Source: an optimization exercise on an open RTL-to-GDS flow (aim: small area). Production flows keep margins and buffers that such runs may drop.
In this exercise RTL edits were held to simulation tests only and were not proved equivalent to the original.
No activity file was given, so power comes from the tool's default toggle rates.

==> flow/run.sh <==
#!/bin/bash
# synth_recipe.tcl (not shown) runs the flow's synth.tcl, then flattens the netlist and writes it again
# the make line also repeats each setting of config.mk as NAME=value (left out here)
make -C /OpenROAD-flow-scripts/flow DESIGN_CONFIG=/design/flow/config.mk WORK_HOME=/design/flow/orfs CLKGATE_MAP_FILE= SYNTH_SCRIPT=/design/flow/synth_recipe.tcl finish
==> flow/config.mk <==
export PLATFORM = sky130hd
export DESIGN_NAME = digi_clock
export DESIGN_NICKNAME = digi_clock
export VERILOG_FILES = /design/flow/design.v
export SDC_FILE = /design/flow/constraint.sdc
export NUM_CORES = 4
export LEC_CHECK = 0
export ABC_AREA = 1
export CAP_MARGIN = 20
export CORE_MARGIN = 2
export CORE_UTILIZATION = 40
export SLEW_MARGIN = 20
==> flow/constraint.sdc <==
create_clock -name core_clock -period 10.0 [get_ports {clk}]
set_input_delay 2.0000 -clock core_clock [delete_from_list [all_inputs] [get_ports {clk}]]
set_output_delay 2.0000 -clock core_clock [all_outputs]
set_load 0.01 [all_outputs]
==> flow/design.v <==
`timescale 1ns / 1ps
module digi_clock ( clk, sw, btn, seg, Led, an );
input clk ;
input [7:0] sw ;
input [3:0] btn ;
output [4:1] Led ;
output [7:0] seg ;
output [3:0] an ;
wire rst  = btn[3] ;
wire load = btn[2] ;
wire hp   = btn[1] ;
wire mp   = btn[0] ;
function fu ;
  input [3:0] q ;
  fu = (~q[0] & ~q[3]) | (q[1] & ~q[2]) | (q[2] & ~q[3]) ;
endfunction
function u9 ;
  input [3:0] q ;
  u9 = q[3] & ~q[2] & ~q[0] ;
endfunction
function t5 ;
  input [2:0] q ;
  t5 = q[2] & ~q[1] ;
endfunction
reg [1:0] ph ;
always @(posedge clk)
  if (rst) ph <= 2'b00 ;
  else     ph <= {ph[0], ~ph[1]} ;
wire tick01 = ph[1] & ~ph[0] ;
reg [1:0] cnt ;
always @(posedge clk)
  if (rst)         cnt <= 2'd0 ;
  else if (tick01) cnt <= cnt + 2'd1 ;
reg [4:0] q25 ;
wire e25 = tick01 & cnt[1] & cnt[0] ;
wire q25_last = q25[4] & ~q25[3] & ~q25[1] & ~q25[0] ;
always @(posedge clk)
  if (rst)      q25 <= 5'd0 ;
  else if (e25) q25 <= {q25[3:0], (q25[0] & q25[2] & q25[4]) | (~q25[2] & ~q25[4]) | (q25[2] & q25[3] & q25[4])} ;
wire tick10 = e25 & q25_last ;
reg [3:0] d10 ;
always @(posedge clk)
  if (rst)         d10 <= 4'b1110 ;
  else if (tick10) d10 <= {d10[2:0], (~d10[0] & ~d10[1] & d10[3]) | (~d10[0] & ~d10[2] & ~d10[3]) | (~d10[1] & ~d10[2] & ~d10[3])} ;
wire tick1 = tick10 & d10[0] & d10[1] ;
wire blink = (~d10[0] & d10[3]) | (d10[1] & ~d10[2]) ;
reg [3:0] rmu [0:4] ;
reg [2:0] rmt [0:4] ;
reg [3:0] rhu [0:4] ;
reg [1:0] rht [0:4] ;
wire [4:0] ren = {sw[4:1], sw[7]} ;
integer k ;
always @(posedge clk)
  for (k = 0; k < 5; k = k + 1) begin
    if (rst)
      rmu[k] <= 4'd0 ;
    else if (tick10 & ren[k] & mp)
      rmu[k] <= {rmu[k][2:0], fu(rmu[k])} ;
    if (rst)
      rmt[k] <= 3'd0 ;
    else if (tick10 & ren[k] & mp & u9(rmu[k]))
      rmt[k] <= {rmt[k][1:0], ~rmt[k][2]} ;
    if (rst | (tick10 & ren[k] & ~mp & hp & rht[k][1] & rhu[k][2])) begin
      rhu[k] <= 4'd0 ;
      rht[k] <= 2'd0 ;
    end
    else if (tick10 & ren[k] & ~mp & hp) begin
      rhu[k] <= {rhu[k][2:0], fu(rhu[k])} ;
      if (u9(rhu[k])) rht[k] <= {rht[k][0], 1'b1} ;
    end
  end
reg [3:0] su, mu, hu ;
reg [2:0] st, mt ;
reg [1:0] ht ;
wire c1 = u9(su) ;
wire c2 = c1 & t5(st) ;
wire c3 = c2 & u9(mu) ;
wire c4 = c3 & t5(mt) ;
wire c5 = c4 & u9(hu) ;
wire cz = rst | (tick1 & c4 & ht[1] & hu[2]) ;    
always @(posedge clk)
  if (cz) begin
    su <= 4'd0 ; st <= 3'd0 ; mu <= 4'd0 ; mt <= 3'd0 ; hu <= 4'd0 ; ht <= 2'd0 ;
  end
  else if (tick1) begin
    if (sw[7] & load) begin
      su <= 4'd0 ; st <= 3'd0 ;
      mu <= rmu[0] ; mt <= rmt[0] ; hu <= rhu[0] ; ht <= rht[0] ;
    end
    else begin
      su <= {su[2:0], fu(su)} ;
      if (c1) st <= {st[1:0], ~st[2]} ;
      if (c2) mu <= {mu[2:0], fu(mu)} ;
      if (c3) mt <= {mt[1:0], ~mt[2]} ;
      if (c4) hu <= {hu[2:0], fu(hu)} ;
      if (c5) ht <= {ht[0], 1'b1} ;
    end
  end
wire any_en = |sw[4:1] ;
wire [1:0] a_sel = any_en ? ( sw[4:1] == 4'b1000 ? 2'd3 :
                              sw[4:1] == 4'b0100 ? 2'd2 :
                              sw[4:1] == 4'b0010 ? 2'd1 : 2'd0 ) : cnt ;
wire [3:0] amu = rmu[a_sel + 3'd1] ;
wire [2:0] amt = rmt[a_sel + 3'd1] ;
wire [3:0] ahu = rhu[a_sel + 3'd1] ;
wire [1:0] aht = rht[a_sel + 3'd1] ;
wire ring = ~any_en & sw[5] & (blink | ~sw[6]) &
            (amu == mu) & (amt == mt) & (ahu == hu) & (aht == ht) ;
assign Led[1] = ring & (cnt == 2'd0) ;
assign Led[2] = ring & (cnt == 2'd1) ;
assign Led[3] = ring & (cnt == 2'd2) ;
assign Led[4] = ring & (cnt == 2'd3) ;
wire [3:0] lo_u = sw[7] ? rmu[0] : any_en ? amu : sw[0] ? su : mu ;
wire [2:0] lo_t = sw[7] ? rmt[0] : any_en ? amt : sw[0] ? st : mt ;
wire [3:0] hi_u = sw[7] ? rhu[0] : any_en ? ahu : sw[0] ? mu : hu ;
wire [2:0] hi_t = sw[7] ? {1'b0, rht[0]} : any_en ? {1'b0, aht} : sw[0] ? mt : {1'b0, ht} ;
wire [3:0] u = cnt[1] ? hi_u : lo_u ;
wire [2:0] t = cnt[1] ? hi_t : lo_t ;
wire [6:0] su_seg, st_seg ;
assign su_seg[0] = u[0] & ~u[2] ;
assign su_seg[1] = u[0] & u[1] & u[2] ;
assign su_seg[2] = ~u[0] & u[1] & ~u[2] ;
assign su_seg[3] = (~u[0] & u[1] & u[2]) | (u[0] & ~u[2]) ;
assign su_seg[4] = (~u[0] & u[1] & u[2]) | (u[0] & ~u[3]) | (~u[2] & u[3]) ;
assign su_seg[5] = u[0] ^ u[1] ;
assign su_seg[6] = (~u[0] & u[1] & u[2]) | (~u[1] & ~u[2] & ~u[3]) ;
assign st_seg[0] = t[0] ^ t[1] ;
assign st_seg[1] = ~t[1] & t[2] ;
assign st_seg[2] = t[1] & ~t[2] ;
assign st_seg[3] = t[0] ^ t[1] ;
assign st_seg[4] = (t[0] & ~t[1]) | t[2] ;
assign st_seg[5] = t[0] ;
assign st_seg[6] = ~t[1] & ~t[2] ;
assign seg = {1'b1, cnt[0] ? st_seg : su_seg} ;
assign an  = ~(4'b0001 << cnt) ;
endmodule
==> results.json <==
{
  "status": "no timing/DRC/antenna violations",
  "yosysTopAreaCellShare_pct": 35.5,
  "dp.cells": 1010,
  "clk_pin_slew_ns": 0.07,
  "min_period_ns": 7.08,
  "synth-seq-area-share_pct": 35.5,
  "synth_nets": 850,
  "pwr-share-comb_pct": 8.4,
  "internal_power_uw": 606,
  "vias": 5449,
  "syn_inst": 830,
  "nets": 865,
  "hold_path.class": "reg -> reg",
  "async_flop_share_pct": 0,
  "route.detailed.drc": 0,
  "synth_compound_area_share_pct": 24.8,
  "overflow": 0,
  "die_y_um": 121,
  "postCtsHoldBufs": 0,
  "wl_per_cell_um": 14.8,
  "grt_use_total_pct": 21.7,
  "cts_resized": 0,
  "yosys.cell_count.top_type": "nand2_1",
  "placed_area_um2": 5910,
  "vias_per_cell": 5.31,
  "drt-total-wl_um": 15100,
  "num_io_pins": 29,
  "ys_types": 44,
  "cp-start-kind": "input pin",
  "syn_area_um2": 5520,
  "end_kind": "output pin",
  "place_congestion": 0.921,
  "relSlewSlack_pct": 31.6,
  "die_w_um": 121,
  "synth.avg_cell_area_um2": 6.65,
  "dp_hpwl_um": 11500,
  "grt_max_degree": 39,
  "start_util_pct": 41.4,
  "final_util_pct": 46.5,
  "grt.met3_usage_pct": 3.99,
  "cts_buffer_depth": 2,
  "crit_required_ns": 8.00,
  "pwr-share-clk_pct": 42.8,
  "synth_area_leaders": "dfxtp_1 36%, nand2_1 12%, a21oi_1 11%",
  "synth_edf_count": 0,
  "layout-drive-gt1-share_pct": 7.88,
  "num_rows": 42,
  "grt_pass1_wl_um": 24900,
  "timing.final.hold_violations": 0,
  "finalSetupViolCount": 0,
  "post_cts.repair.setup_buffers": 0,
  "cts.root.buffer_cell": "clkbuf_16",
  "numPortBuffers": 27,
  "ant_nets": 0,
  "tightest_slew_ns": 1.02,
  "synth_largest_area_cell": "dfxtp_1",
  "p_seq_share_pct": 48.7,
  "maxCapViolations": 0,
  "leakage_uw": 0.00227,
  "fin_area_um2": 6200,
  "antenna_found_initial": 0,
  "use_met2_pct": 36.7,
  "drt_first_pass_iters": 7,
  "maxSlewViolCount": 0,
  "synth-xor-area-share_pct": 1.11,
  "switching_share_pct": 24.8,
  "synthFlopType": "dfxtp_1",
  "yosys.area_share.simple_pct": 26.7,
  "rsz0062_at_grt": "false",
  "setup_tns_ns": 0,
  "yosysWarnings": 5,
  "cts_buffers": 9,
  "crit_arrival_ns": 5.08,
  "synth_top_family_by_area": "simple AND/OR/NAND/NOR gates",
  "stdcell_count": 1026,
  "syn_to_final_growth_pct": 12.3,
  "synthTopCellsByCount": "181 x nand2_1, 121 x a21oi_1, 106 x inv_1",
  "cts_sinks": 98,
  "use_met1_pct": 27.5,
  "clk_latency_ns": 0.36,
  "p_switching_uw": 200,
  "fmax_ghz": 0.141,
  "dieArea_um2": 14800,
  "path_max_fanout": 19,
  "synthAdderAreaFrac_pct": 1.59,
  "p_per_area_nw_per_um2": 130,
  "drt_iter0_markers": 383,
  "ir_drop_uv": 84.4,
  "first_global_vias": 5088,
  "fin_crit_sh_pct": 70.8,
  "skew_ns": 0.0127,
  "synthMuxAreaShare_pct": 0,
  "grt-busiest-layer": "met2",
  "ys_ff_latch": 98,
  "core_um2": 13300,
  "cts_tree": "yes",
  "crit_type": "in -> out",
  "insertedDiodeCount": 0,
  "h-tree-depth": 3
}
## final cells by class
type                            instances  area, um^2
Tap cell                              176         220
Fill cell                            1417        7140
Multi-Input combinational cell        588        2990
Sequential cell                        98        1960
Timing Repair Buffer                   28         278
Clock inverter                          4        31.3
Inverter                              120         453
Clock buffer                           12         267
## path summary, 6_finish.rpt
path	startpoint	end	slack (ns)	cells past startpoint
worst max-delay path	sw[4]	seg[3]	2.92	13
worst min-delay path	rmt[0][2]	rmt[0][0]	0.44	1
worst max register to register	cnt[0]	ht[1]	7.14	10
worst min register to register	rmt[0][2]	rmt[0][0]	0.44	1
## metal layers
metal	up-vias	wire length, um
met5	-	0
met4	0	354
met3	22	774
met2	148	7200
met1	2511	6810
li1	2768	-
## critical path: stages
cell and delay, ns:
clkdlybuf4s50_1 0.59, nor2_4 0.09, nand2_2 0.19, clkinv_1 0.44, a21oi_1 0.25, o21ai_1 0.09
nand2_1 0.06, nand2_1 0.05, nand2_1 0.15, ha_1 0.24, or2_2 0.31, nand3_1 0.09
clkdlybuf4s50_1 0.54
## logic make-up after synthesis
group,count (synthesis)
and+or+nand+nor,324
AOI/OAI and AO/OA,249
buffers and inverters,144
DFF,98
xor gates and xnor gates,7
adders and majority gates,7
other,1
## cell usage in the layout, fill, tap and decap left out, drive strengths merged
master | netlist | final
o221ai | 1 | 1
conb | 1 | 1
nand4 | 8 | 8
o2111ai | 1 | 1
or2 | 1 | 1
a31oi | 2 | 2
dfxtp | 98 | 98
clkdlybuf4s50 | 0 | 27
buf | 6 | 1
nor4 | 5 | 5
nor3 | 8 | 8
xor2 | 7 | 7
nand2 | 192 | 192
a211oi | 13 | 13
nand3 | 32 | 32
o22ai | 11 | 11
clkinv | 1 | 3
ha | 7 | 7
a21oi | 123 | 123
inv | 119 | 121
o21a | 1 | 1
clkbuf | 18 | 12
nor2 | 77 | 77
o211ai | 6 | 6
o21ai | 86 | 86
nor3b | 1 | 1
o31ai | 1 | 1
a22oi | 3 | 3
o32ai | 1 | 1
## per-stage QoR
stage	hold WS (ns)	power, uW	worst slack [ns]
after global routing	0.475	836	2.64
after floorplan	0.406	445	4.17
after detailed placement	0.430	470	2.92
final	0.438	807	2.92
after CTS	0.438	813	2.93
after global placement	0.416	469	2.98
## power groups by stage
| stage | clock network [uW] | registers, uW | logic (uW) |
|---|---|---|---|
| finish | 345 | 393 | 67.9 |
| global route | 367 | 393 | 75.7 |
| floorplan | 0 | 401 | 43.8 |
| detailed placement | 0 | 402 | 67.5 |
| global placement | 0 | 402 | 67.3 |
| CTS | 352 | 393 | 68.2 |
## flip-flops by register name, indices dropped and copies added (netlist names)
register	count
hu	4
cnt	2
rmu	20
q25	5
ht	2
mt	3
ph	2
su	4
st	3
rhu	20
rht	10
d10	4
rmt	15
mu	4

-- what the ideal ports hide --
Ports are ideal in the flow. The routed layout listed here was re-timed in OpenROAD.
Step 1 sets driving cells, clkbuf_16 on the clock port and buf_2 on the other inputs (assumed; they add their load-dependent delay and slew).
Step 2 moves the port delays by t, midway between the first and last clock arrival at a register: inputs arrive t later, outputs are due t later. That takes back most of the time a late clock gives input paths.
Slacks: ideal ports / drivers / drivers and shift; pairs: ideal ports / drivers.
t (ns): 0.392
setup slack, ns: 2.923 / 2.900 / 2.900
hold WS [ns]: 0.438 / 0.438 / 0.438
worst setup path at the end: input to output
latest minus earliest clock arrival (ns): 0.013 / 0.013
After both steps setup and hold are still met in this run. For this run, drivers alone change the setup slack by -0.023 ns; drivers and shift together by -0.023 ns.
